Background: an optimization exercise with open tools, aiming at small area. Do not read the settings as production practice. The RTL was checked by simulation tests, not by an equivalence proof against the original design. No driver is modelled on the clock port, so clock power and skew are understated where the tree is cut down; a real chip needs a root buffer or a tree.

==> inputs of job 6486 <==
// kosarka
module kosarka(
      input clk,                                            
      input rst,                                            
      input b0,b1,b2,b3,                                    
      input p0,p1,p2,                                       
      output a,b,c,d,e,f,g,dp,                              
      output [3:0] an                                       
    );
==> module kosarka, before the edit <==
module kosarka(
      input clk,                                            
      input rst,                                            
      input b0,b1,b2,b3,                                    
      input p0,p1,p2,                                       
      output a,b,c,d,e,f,g,dp,                              
      output [3:0] an                                       
    );
reg [4:0] brojac;                                           
reg       faza;                                             
reg [1:0] poz;                                              
reg [2:0] m5;                                               
reg [5:0] sek;                                              
reg [7:0] min;                                              
reg [7:0] rezulA, rezulB;                                   
reg stop;
reg [3:0] stanje;                                           
reg [3:0] displej;                                          
reg [3:0] prikaz;                                           
wire z     = (brojac == 5'd0);
wire tickD = z & faza;                                      
wire tickV = z & ~faza & poz[1] & poz[0] & ~m5[2] & ~m5[0];  
wire [7:0] v = p2 ? (poz[0] ? rezulA : rezulB)
                  : (poz[0] ? min : {2'b00, sek});
wire [3:0] vdes, vjed;
bcd konv(v, vdes, vjed);
wire [3:0] cifra_n = (poz[1] ^ poz[0]) ? vjed : vdes;
wire [3:0] tast = {b3, b2, b1, b0};
wire [3:0] akt  = stanje & ~tast;
wire [2:0] delta = {1'b0, akt[1], akt[1]} + {1'b0, akt[2], 1'b0} + {2'b00, akt[3]};
wire [7:0] rsel  = p1 ? rezulA : rezulB;
wire [7:0] rnov  = p0 ? rsel - {5'd0, delta} : rsel + {5'd0, delta};
wire kraj = (min == 8'd0) && (sek == 6'd0);
always @(posedge clk)
   begin
      if (rst)
      begin
         brojac <= 5'd0; faza <= 1'b0;
         poz <= 2'b00; m5 <= 3'b000;
         min <= 8'd40; sek <= 6'd0;
         rezulA <= 8'd0; rezulB <= 8'd0;
         stop <= 1'b1;
         stanje <= 4'b0000;
         displej <= 4'd6;
         prikaz <= 4'd8;
      end
      else
      begin
         brojac <= z ? 5'd24 : brojac - 5'd1;
         faza <= faza ^ z;
         prikaz <= displej;
         if (tickV & ~stop)
         begin
            if (sek == 6'd0)
            begin
               sek <= 6'd59;
               min <= min - 8'd1;
            end
            else
               sek <= sek - 6'd1;
         end
         if (tickD)
         begin
            poz <= {poz[0], ~poz[1]};
            m5 <= {m5[1], m5[0], ~(m5[2] | m5[1])};
            displej <= cifra_n;
            stanje <= tast;
            stop <= (stop | kraj) ^ akt[0];
            if (p1) rezulA <= rnov; else rezulB <= rnov;
         end
      end
   end
assign an = {~poz[1] | poz[0], ~(poz[1] & poz[0]), poz[1] | ~poz[0], poz[1] | poz[0]};
wire [3:0] q = prikaz;
wire [6:0] s_seg;
assign s_seg[6] = ~q[3] & ~q[2] & ~q[1] | q[2] & q[1] & q[0];                
assign s_seg[5] = ~q[3] & ~q[2] & q[0] | ~q[2] & q[1] | q[1] & q[0];         
assign s_seg[4] = q[2] & ~q[1] | q[0];                                        
assign s_seg[3] = ~q[3] & ~q[2] & ~q[1] & q[0] | q[2] & ~q[1] & ~q[0] | q[2] & q[1] & q[0];  
assign s_seg[2] = ~q[2] & q[1] & ~q[0];                                       
assign s_seg[1] = q[2] & ~q[1] & q[0] | q[2] & q[1] & ~q[0];                  
assign s_seg[0] = ~q[3] & ~q[2] & ~q[1] & q[0] | q[2] & ~q[1] & ~q[0];        
assign {g, f, e, d, c, b, a} = s_seg;
assign dp = 1'b1;
endmodule
clock: 10.0 ns
lec_check: 0
abc_area: 1
cap_margin: 20
core_margin: 2
core_utilization: 75
gpl_timing_driven: 0
slew_margin: 20
standard.sh (not shown) runs the stock make flow with config.mk's settings and CLKGATE_MAP_FILE= SYNTH_SCRIPT=/design/flow/synth_recipe.tcl, a recipe that flattens the netlist after the stock synthesis.
==> flow/flow/run.sh <==
#!/bin/bash
# Own flow: the standard layout (standard.sh) with two synthesis changes
# that only change how the combinational logic is mapped; the registers come
# out of synthesis exactly as in the standard synthesis:
#  - adders are not extracted into full/half-adder cells (left to abc),
#  - abc maps for area (flow/area.abc) instead of with ORFS's delay script.
# Port buffers are buf_1, and the clock tree is one clock buffer per sector of
# the registers (flow/onebuf.tcl, run as the CTS step's PRE hook). Logs: flow.log here, per-step logs in orfs/logs.
set -euo pipefail
W=$(pwd)
F=$W/flow
export PRE_CTS_TCL=$F/onebuf.tcl
export CLK_NET=clk
export CLK_LEAF_BUF=sky130_fd_sc_hd__clkbuf_8
export CLK_LEAVES=3
{
  head -n 1 synth_recipe.tcl
  echo 'set ::env(ADDER_MAP_FILE) ""'
  echo 'proc abc {args} {'
  echo '  set i [lsearch -exact $args -script]'
  echo "  if {\$i >= 0} { lset args [expr {\$i + 1}] $F/area.abc }"
  echo '  yosys abc {*}$args'
  echo '}'
  tail -n +2 synth_recipe.tcl
} > my_synth.tcl
sed -e 's|synth_recipe\.tcl|my_synth.tcl|' \
    -e 's|"\${@:-finish}"|BUFFER_PORTS_ARGS="-buffer_cell sky130_fd_sc_hd__buf_1" "${@:-finish}"|' \
    standard.sh > my_standard.sh
grep -q my_synth.tcl my_standard.sh
grep -q BUFFER_PORTS_ARGS my_standard.sh
bash my_standard.sh > flow.log 2>&1
==> flow/flow/area.abc <==
strash; dch -f; amap; mfs2; strash; dch -f; amap; mfs2; strash; dch -f; amap
==> flow/flow/onebuf.tcl <==
# Clock tree of a few leaf buffers: the registers are split into CLK_LEAVES
# sectors around their centre, and the clock port drives one clock buffer
# (CLK_LEAF_BUF) per sector, placed at the centre of its registers.
rename clock_tree_synthesis orfs_clock_tree_synthesis
proc clock_tree_synthesis {args} {
  set block [ord::get_db_block]
  set dbu [$block getDbUnitsPerMicron]
  set net [$block findNet $::env(CLK_NET)]
  set pins {}
  set xs 0.0; set ys 0.0
  foreach pin [get_pins -of_objects [get_nets $::env(CLK_NET)]] {
    if {[get_property $pin direction] ne "input"} { continue }
    set box [[[sta::sta_to_db_pin $pin] getInst] getBBox]
    set x [expr {([$box xMin] + [$box xMax]) / 2.0 / $dbu}]
    set y [expr {([$box yMin] + [$box yMax]) / 2.0 / $dbu}]
    lappend pins [list $pin $x $y]
    set xs [expr {$xs + $x}]; set ys [expr {$ys + $y}]
  }
  set cx [expr {$xs / [llength $pins]}]
  set cy [expr {$ys / [llength $pins]}]
  array set grp {}
  foreach p $pins {
    lassign $p pin x y
    set a [expr {atan2($y - $cy, $x - $cx) + 3.14159265358979}]
    set q [expr {int($a / (6.28318530717959 / $::env(CLK_LEAVES))) % $::env(CLK_LEAVES)}]
    lappend grp($q) $p
  }
  set k 0
  foreach q [lsort [array names grp]] {
    set sx 0.0; set sy 0.0; set loads {}
    foreach p $grp($q) {
      lassign $p pin x y
      set sx [expr {$sx + $x}]; set sy [expr {$sy + $y}]
      lappend loads $pin
    }
    set n [llength $loads]
    puts "clock leaf $k: $n registers"
    insert_buffer -net $::env(CLK_NET) -load_pins $loads -buffer_cell $::env(CLK_LEAF_BUF) \
      -location [list [expr {$sx / $n}] [expr {$sy / $n}]] -buffer_name clkleaf_$k -net_name clknet_leaf_$k
    incr k
  }
  foreach it [$net getITerms] {
    foreach ot [[$it getInst] getITerms] {
      if {[$ot isOutputSignal]} { [$ot getNet] setSigType CLOCK }
    }
  }
  $net setSigType CLOCK
  set_propagated_clock [all_clocks]
}
==> job 3229 (differences from job 6486) <==
--- a/flow/design.v
+++ b/flow/design.v
@@ -93,11 +93,12 @@
 assign an = {~poz[1] | poz[0], ~(poz[1] & poz[0]), poz[1] | ~poz[0], poz[1] | poz[0]};
-wire [3:0] q = prikaz;
-wire [6:0] s_seg;
-assign s_seg[6] = ~q[3] & ~q[2] & ~q[1] | q[2] & q[1] & q[0];                
-assign s_seg[5] = ~q[3] & ~q[2] & q[0] | ~q[2] & q[1] | q[1] & q[0];         
-assign s_seg[4] = q[2] & ~q[1] | q[0];                                        
-assign s_seg[3] = ~q[3] & ~q[2] & ~q[1] & q[0] | q[2] & ~q[1] & ~q[0] | q[2] & q[1] & q[0];  
-assign s_seg[2] = ~q[2] & q[1] & ~q[0];                                       
-assign s_seg[1] = q[2] & ~q[1] & q[0] | q[2] & q[1] & ~q[0];                  
-assign s_seg[0] = ~q[3] & ~q[2] & ~q[1] & q[0] | q[2] & ~q[1] & ~q[0];        
+wire [6:0] s_seg = (prikaz == 4'd1) ? 7'b1111001 :
+                   (prikaz == 4'd2) ? 7'b0100100 :
+                   (prikaz == 4'd3) ? 7'b0110000 :
+                   (prikaz == 4'd4) ? 7'b0011001 :
+                   (prikaz == 4'd5) ? 7'b0010010 :
+                   (prikaz == 4'd6) ? 7'b0000010 :
+                   (prikaz == 4'd7) ? 7'b1111000 :
+                   (prikaz == 4'd8) ? 7'b0000000 :
+                   (prikaz == 4'd9) ? 7'b0010000 :
+                                      7'b1000000;
 assign {g, f, e, d, c, b, a} = s_seg;
==> flow/run.sh (new file) <==
#!/bin/bash
# synth_recipe.tcl (not shown) runs the flow's synth.tcl, then flattens the netlist and writes it again
# the make line also repeats each setting of config.mk as NAME=value (left out here)
make -C /OpenROAD-flow-scripts/flow DESIGN_CONFIG=/design/flow/config.mk WORK_HOME=/design/flow/orfs CLKGATE_MAP_FILE= SYNTH_SCRIPT=/design/flow/synth_recipe.tcl finish
CORE_UTILIZATION = 70   (was 75)
GPL_TIMING_DRIVEN = unset   (was 0)
removed: flow/flow/run.sh
removed: flow/flow/area.abc
removed: flow/flow/onebuf.tcl
removed: flow/standard.sh
==> flow_summary.ini <==
[synthesis]
avgSynthCellArea_um2 = 6.85
yosys.area_share.simple_pct = 28.6
yosysMostFrequentCell = inv_1

[power_and_ir_drop]
powerDensity_nw_per_um2 = 192

[route]
drt_pre_antenna_iters = 5

[status]
status = complete, no violations
-- figures above: job 3229

==> flow_summary.ini <==
[status]
status = complete, no violations

[power_and_ir_drop]
powerDensity_nw_per_um2 = 231

[synthesis]
yosysMostFrequentCell = nor2_1
yosys.area_share.simple_pct = 21.4
yosysWarnings = 2
-- figures above: job 6486

The clock cells of job 6486 come from the design's own scripts or RTL, not from TritonCTS.

==> port drivers added, routing unchanged <==
In the flow no input, the clock included, has a driving cell. The finished layouts below were timed again as built, in two steps.
Step 1 sets driving cells, clkbuf_16 on the clock port and buf_2 on the other inputs (assumed; they add their load-dependent delay and slew).
Step 2 also shifts input and output timing later by t, the mid clock arrival at the registers, as if the neighbouring blocks saw the same clock.
Slacks: no drivers / after step 1 / after step 2; pairs: no drivers / after step 1.
| run | t (ns) | setup WS [ns] | hold slack, ns | pins driven straight from the clock port |
|---|---|---|---|---|
| job 6486 | 0.202 | 3.108 / 3.130 / 2.928 | 0.425 / 0.425 / 0.425 | 3 |
| job 3229 | 0.336 | 3.024 / 3.032 / 2.697 | 0.422 / 0.422 / 0.422 | 1 |
After both steps every run listed still meets setup and hold. For job 3229, which loses most, drivers alone change the setup slack by +0.008 ns; drivers and shift together by -0.327 ns.
